Background: an optimization exercise with open tools, aiming at small area, a short achievable clock period and few clock cycles. Do not read the settings as production practice.

==> build 53: inputs <==
==> flow/design.v <==
`timescale 1ns/10ps
module  SOBEL(clk,reset,busy,ready,iaddr,idata,cdata_rd,cdata_wr,caddr_rd,caddr_wr,cwr,crd,csel	);
input				clk;
input				reset;
output	reg 		busy;
input				ready;
output 	reg [16:0]		iaddr;
input  	[7:0]		idata;
input	[7:0]		cdata_rd;
output	[7:0]		cdata_wr;
output 	[15:0]		caddr_rd;
output 	reg [15:0]	caddr_wr;
output	reg         cwr;
output              crd;
output 	reg [1:0]	csel;
assign caddr_rd = 16'd0;
assign crd = 1'b0;
wire rmid = csel == 2'd3;
wire rbot = csel == 2'd1;
wire top  = csel == 2'd3;
reg ptop;        
reg pbot;        
reg vnext;       
reg started;     
reg  rowend;     
wire done   = top & cwr & (&caddr_wr);
reg [8:0]  idr;   
reg [9:0]  N;     
reg [9:0]  S1;    
reg [9:0]  S2;    
reg [8:0]  K;     
reg [8:0]  D1;    
reg [10:0] G2;    
reg [10:0] cw;    
reg [10:0] ybuf;  
wire [8:0]  d0  = ~K;                                    
wire [9:0]  nsum = (ptop ? 10'd0 : N) + {1'b0, idr};
wire [8:0]  ksum = K + idr;
wire [10:0] gx   = {1'b0, S2} - {1'b0, N};               
wire [10:0] gy   = G2 + {{2{d0[8]}}, d0};
wire [10:0] g2n  = {{2{D1[8]}}, D1} + {d0[8], d0, 1'b0};
wire [7:0]  yc   = ybuf[10] ? 8'd0 : (|ybuf[9:8]) ? 8'hff : ybuf[7:0];
wire [9:0]  csum = {1'b0, cdata_wr, 1'b1} + {1'b0, yc, 1'b1};   
assign cdata_wr = cw[10] ? 8'd0 : (|cw[9:8]) ? 8'hff : cw[7:0];
always @(posedge clk) begin
    idr <= rmid ? {idata, 1'b0} : {1'b0, idata};
    N <= nsum;
    if (ptop) begin
        S1 <= N;
        S2 <= S1;
        D1 <= d0;
        G2 <= g2n;
        K  <= ~idr;
    end else if (pbot) begin
        K  <= ksum;
    end
    cw   <= ptop ? gx : {3'd0, yc};
    ybuf <= ptop ? gy : {3'd0, csum[9:2]};
end
always @(posedge clk) begin
    ptop <= busy & (csel == 2'd2);
    pbot <= busy & (csel == 2'd1);
    if (ptop) rowend <= caddr_wr[7:0] == (cwr ? 8'd253 : 8'd254);
end
always @(posedge clk or posedge reset) begin
    if (reset) begin
        busy     <= 1'b0;
        csel     <= 2'd0;
        iaddr    <= 17'd0;
        caddr_wr <= 16'd0;
        cwr      <= 1'b0;
        vnext    <= 1'b0;
        started  <= 1'b0;
    end else if (busy) begin
        csel  <= done ? 2'd0 : {~csel[1] | ~csel[0], csel[1]};
        iaddr <= rbot ? iaddr + 17'h1FDFD + {16'd0, rowend} : iaddr + 17'd258;
        if (top) begin
            cwr      <= vnext & ~done;
            vnext    <= ~rowend & started;
            started  <= started | iaddr[0];
            if (cwr) caddr_wr <= caddr_wr + 16'd1;
            if (done) busy <= 1'b0;
        end
    end else if (ready & ~started) begin
        busy <= 1'b1;
        csel <= 2'd2;
    end
end
endmodule
==> flow/flow/run.sh <==
#!/bin/bash
# The standard layout, with plain buffers (instead of delay cells) on the
# input and output ports. Each tool's output goes to its own log here.
set -euo pipefail
export BUFFER_PORTS_ARGS="-buffer_cell sky130_fd_sc_hd__buf_2"
bash standard.sh > standard.log 2>&1
==> flow/standard.sh <==
#!/bin/bash
# synth_recipe.tcl (not shown) runs the flow's synth.tcl, then flattens the netlist and writes it again
# the make line also repeats each setting of config.mk as NAME=value (left out here)
make -C /OpenROAD-flow-scripts/flow DESIGN_CONFIG=/design/flow/config.mk WORK_HOME=/design/flow/orfs CLKGATE_MAP_FILE= SYNTH_SCRIPT=/design/flow/synth_recipe.tcl "${@:-finish}"
==> flow/config.mk <==
export PLATFORM = sky130hd
export DESIGN_NAME = SOBEL
export DESIGN_NICKNAME = SOBEL
export VERILOG_FILES = /design/flow/design.v
export SDC_FILE = /design/flow/constraint.sdc
export NUM_CORES = 4
export LEC_CHECK = 0
export CAP_MARGIN = 20
export CORE_MARGIN = 2
export CORE_UTILIZATION = 40
export CTS_BUF_LIST = sky130_fd_sc_hd__clkbuf_8
export CTS_CLUSTER_SIZE = 30
export PLACE_DENSITY = 0.85
export SETUP_SLACK_MARGIN = 2.4
export SLEW_MARGIN = 20
==> flow/constraint.sdc <==
create_clock -name core_clock -period 5.0 [get_ports {clk}]
set_input_delay 1.0000 -clock core_clock [delete_from_list [all_inputs] [get_ports {clk}]]
set_output_delay 1.0000 -clock core_clock [all_outputs]
set_load 0.01 [all_outputs]
==> inputs of trial 49, as changes to build 53 <==
==> flow/design.v (replaced) <==
`timescale 1ns/10ps
module  SOBEL(clk,reset,busy,ready,iaddr,idata,cdata_rd,cdata_wr,caddr_rd,caddr_wr,cwr,crd,csel	);
input				clk;
input				reset;
output	reg 		busy;
input				ready;
output 	reg [16:0]		iaddr;
input  	[7:0]		idata;
input	[7:0]		cdata_rd;
output	reg [7:0]		cdata_wr;
output 	[15:0]		caddr_rd;
output 	reg [15:0]	caddr_wr;
output	reg         cwr;
output              crd;
output 	reg [1:0]	csel;
assign caddr_rd = 16'd0;
assign crd = 1'b0;
wire rtop = csel == 2'd2;
wire rbot = csel == 2'd1;
wire top  = csel == 2'd3;
wire mid  = csel == 2'd1;
wire bot  = csel == 2'd2;
reg vnext;       
reg init;        
wire rowend = caddr_wr[7:0] == 8'd254;    
wire done   = top & cwr & (&caddr_wr);
reg [7:0]  idr;   
reg [9:0]  N;     
reg [9:0]  S1;    
reg [9:0]  S2;    
reg [8:0]  K;     
reg [8:0]  D1;    
reg [10:0] G2;    
reg [7:0]  ybuf;
wire [9:0]  pix = mid ? {1'b0, idr, 1'b0} : {2'b0, idr};
wire [8:0]  d0  = ~K;                                    
wire [9:0]  nsum = (top ? 10'd0 : N) + pix;
wire [8:0]  ksum = K + {1'b0, idr};
wire [10:0] gx   = {1'b0, S2} - {1'b0, N};               
wire [10:0] gy   = G2 + {{2{d0[8]}}, d0};
wire [10:0] g2n  = {{2{D1[8]}}, D1} + {d0[8], d0, 1'b0};
wire [8:0]  csum = {1'b0, cdata_wr} + {1'b0, ybuf} + 9'd1;
wire [7:0] xc = gx[10] ? 8'd0 : (|gx[9:8]) ? 8'hff : gx[7:0];
wire [7:0] yc = gy[10] ? 8'd0 : (|gy[9:8]) ? 8'hff : gy[7:0];
always @(posedge clk) begin
    idr <= idata;
    N <= nsum;
    if (top) begin
        S1 <= N;
        S2 <= S1;
        D1 <= d0;
        G2 <= g2n;
        K  <= ~{1'b0, idr};
    end else if (bot) begin
        K  <= ksum;
    end
    cdata_wr <= top ? xc : ybuf;
    ybuf     <= top ? yc : csum[8:1];
end
always @(posedge clk or posedge reset) begin
    if (reset) begin
        busy     <= 1'b0;
        csel     <= 2'd2;
        iaddr    <= 17'd0;
        caddr_wr <= 16'd0;
        cwr      <= 1'b0;
        vnext    <= 1'b0;
        init     <= 1'b1;
    end else if (busy) begin
        csel  <= done ? 2'd0 : {~csel[1] | ~csel[0], csel[1]};
        iaddr <= rbot ? iaddr + 17'h1FDFD + {16'd0, rowend} : iaddr + 17'd258;
        if (top) begin
            cwr      <= vnext & ~done;
            vnext    <= ~rowend & ~init;
            init     <= init & ~iaddr[0];
            if (cwr) caddr_wr <= caddr_wr + 16'd1;
            if (done) busy <= 1'b0;
        end
    end else begin
        busy <= ready & (csel != 2'd0);
    end
end
endmodule
==> flow/run.sh (new file) <==
#!/bin/bash
# synth_recipe.tcl (not shown) runs the flow's synth.tcl, then flattens the netlist and writes it again
# the make line also repeats each setting of config.mk as NAME=value (left out here)
make -C /OpenROAD-flow-scripts/flow DESIGN_CONFIG=/design/flow/config.mk WORK_HOME=/design/flow/orfs CLKGATE_MAP_FILE= SYNTH_SCRIPT=/design/flow/synth_recipe.tcl finish
Settings changed: CTS_BUF_LIST sky130_fd_sc_hd__clkbuf_8 to unset, CTS_CLUSTER_SIZE 30 to unset, PLACE_DENSITY 0.85 to unset, SETUP_SLACK_MARGIN 2.4 to 2.8.
removed: flow/flow/run.sh
removed: flow/standard.sh
==> comparison table <==
quantity                                                              trial 49                   build 53
Xor and xnor fraction of the mapped netlist area                        7.906%                     7.341%
Run status                                             complete, no violations    complete, no violations
Share of cells above drive strength 1                                   26.69%                     16.13%
Instance count of the mapped netlist                                       691                        727
Length in cells of the worst reg-to-reg path                                10                          8
Setup slack of the worst register-to-register path                     2370 ps                    2440 ps
Post-CTS setup buffers                                                      48                          1
Root buf cell                                       sky130_fd_sc_hd__clkbuf_16  sky130_fd_sc_hd__clkbuf_8
Signal buffers                                                             134                         63
Endpoint arrival time on the critical path                             2930 ps                    2750 ps
Flip-flop and latch count after synthesis                                  122                        132
Worst Setup Slack, final                                               2367 ps                    2438 ps
RePlAce Congestion                                                      0.8210                     0.8627
Function was not checked in any run of this note: the RTL went through the layout flow alone.

[re-timing with driven ports]
Ports are ideal in the flow. The routed layouts listed here were re-timed in OpenROAD.
Step 1, drivers: a clkbuf_16 drives clk and a buf_2 each remaining input, both assumed.
Step 2 adds t to the input delays and takes it off the output delays; t is the mean of the earliest and latest rising clock arrival at the registers after step 1. Input paths then give back, and output paths get back, about the clock's delay inside the block.
a / b / c = ideal / step 1 / step 2; a / b = the first two.
run | t (ns) | setup WS [ns] | hold slack, ns | worst register clock-pin slew, ns | pins driven straight from the clock port
build 53 | 0.478 | 2.438 / 2.438 / 2.438 | 0.422 / 0.422 / 0.422 | 0.08 / 0.08 | 1
trial 49 | 0.456 | 2.367 / 2.367 / 2.367 | 0.415 / 0.415 / 0.415 | 0.05 / 0.05 | 1
After both steps setup and hold are still met in every run listed.
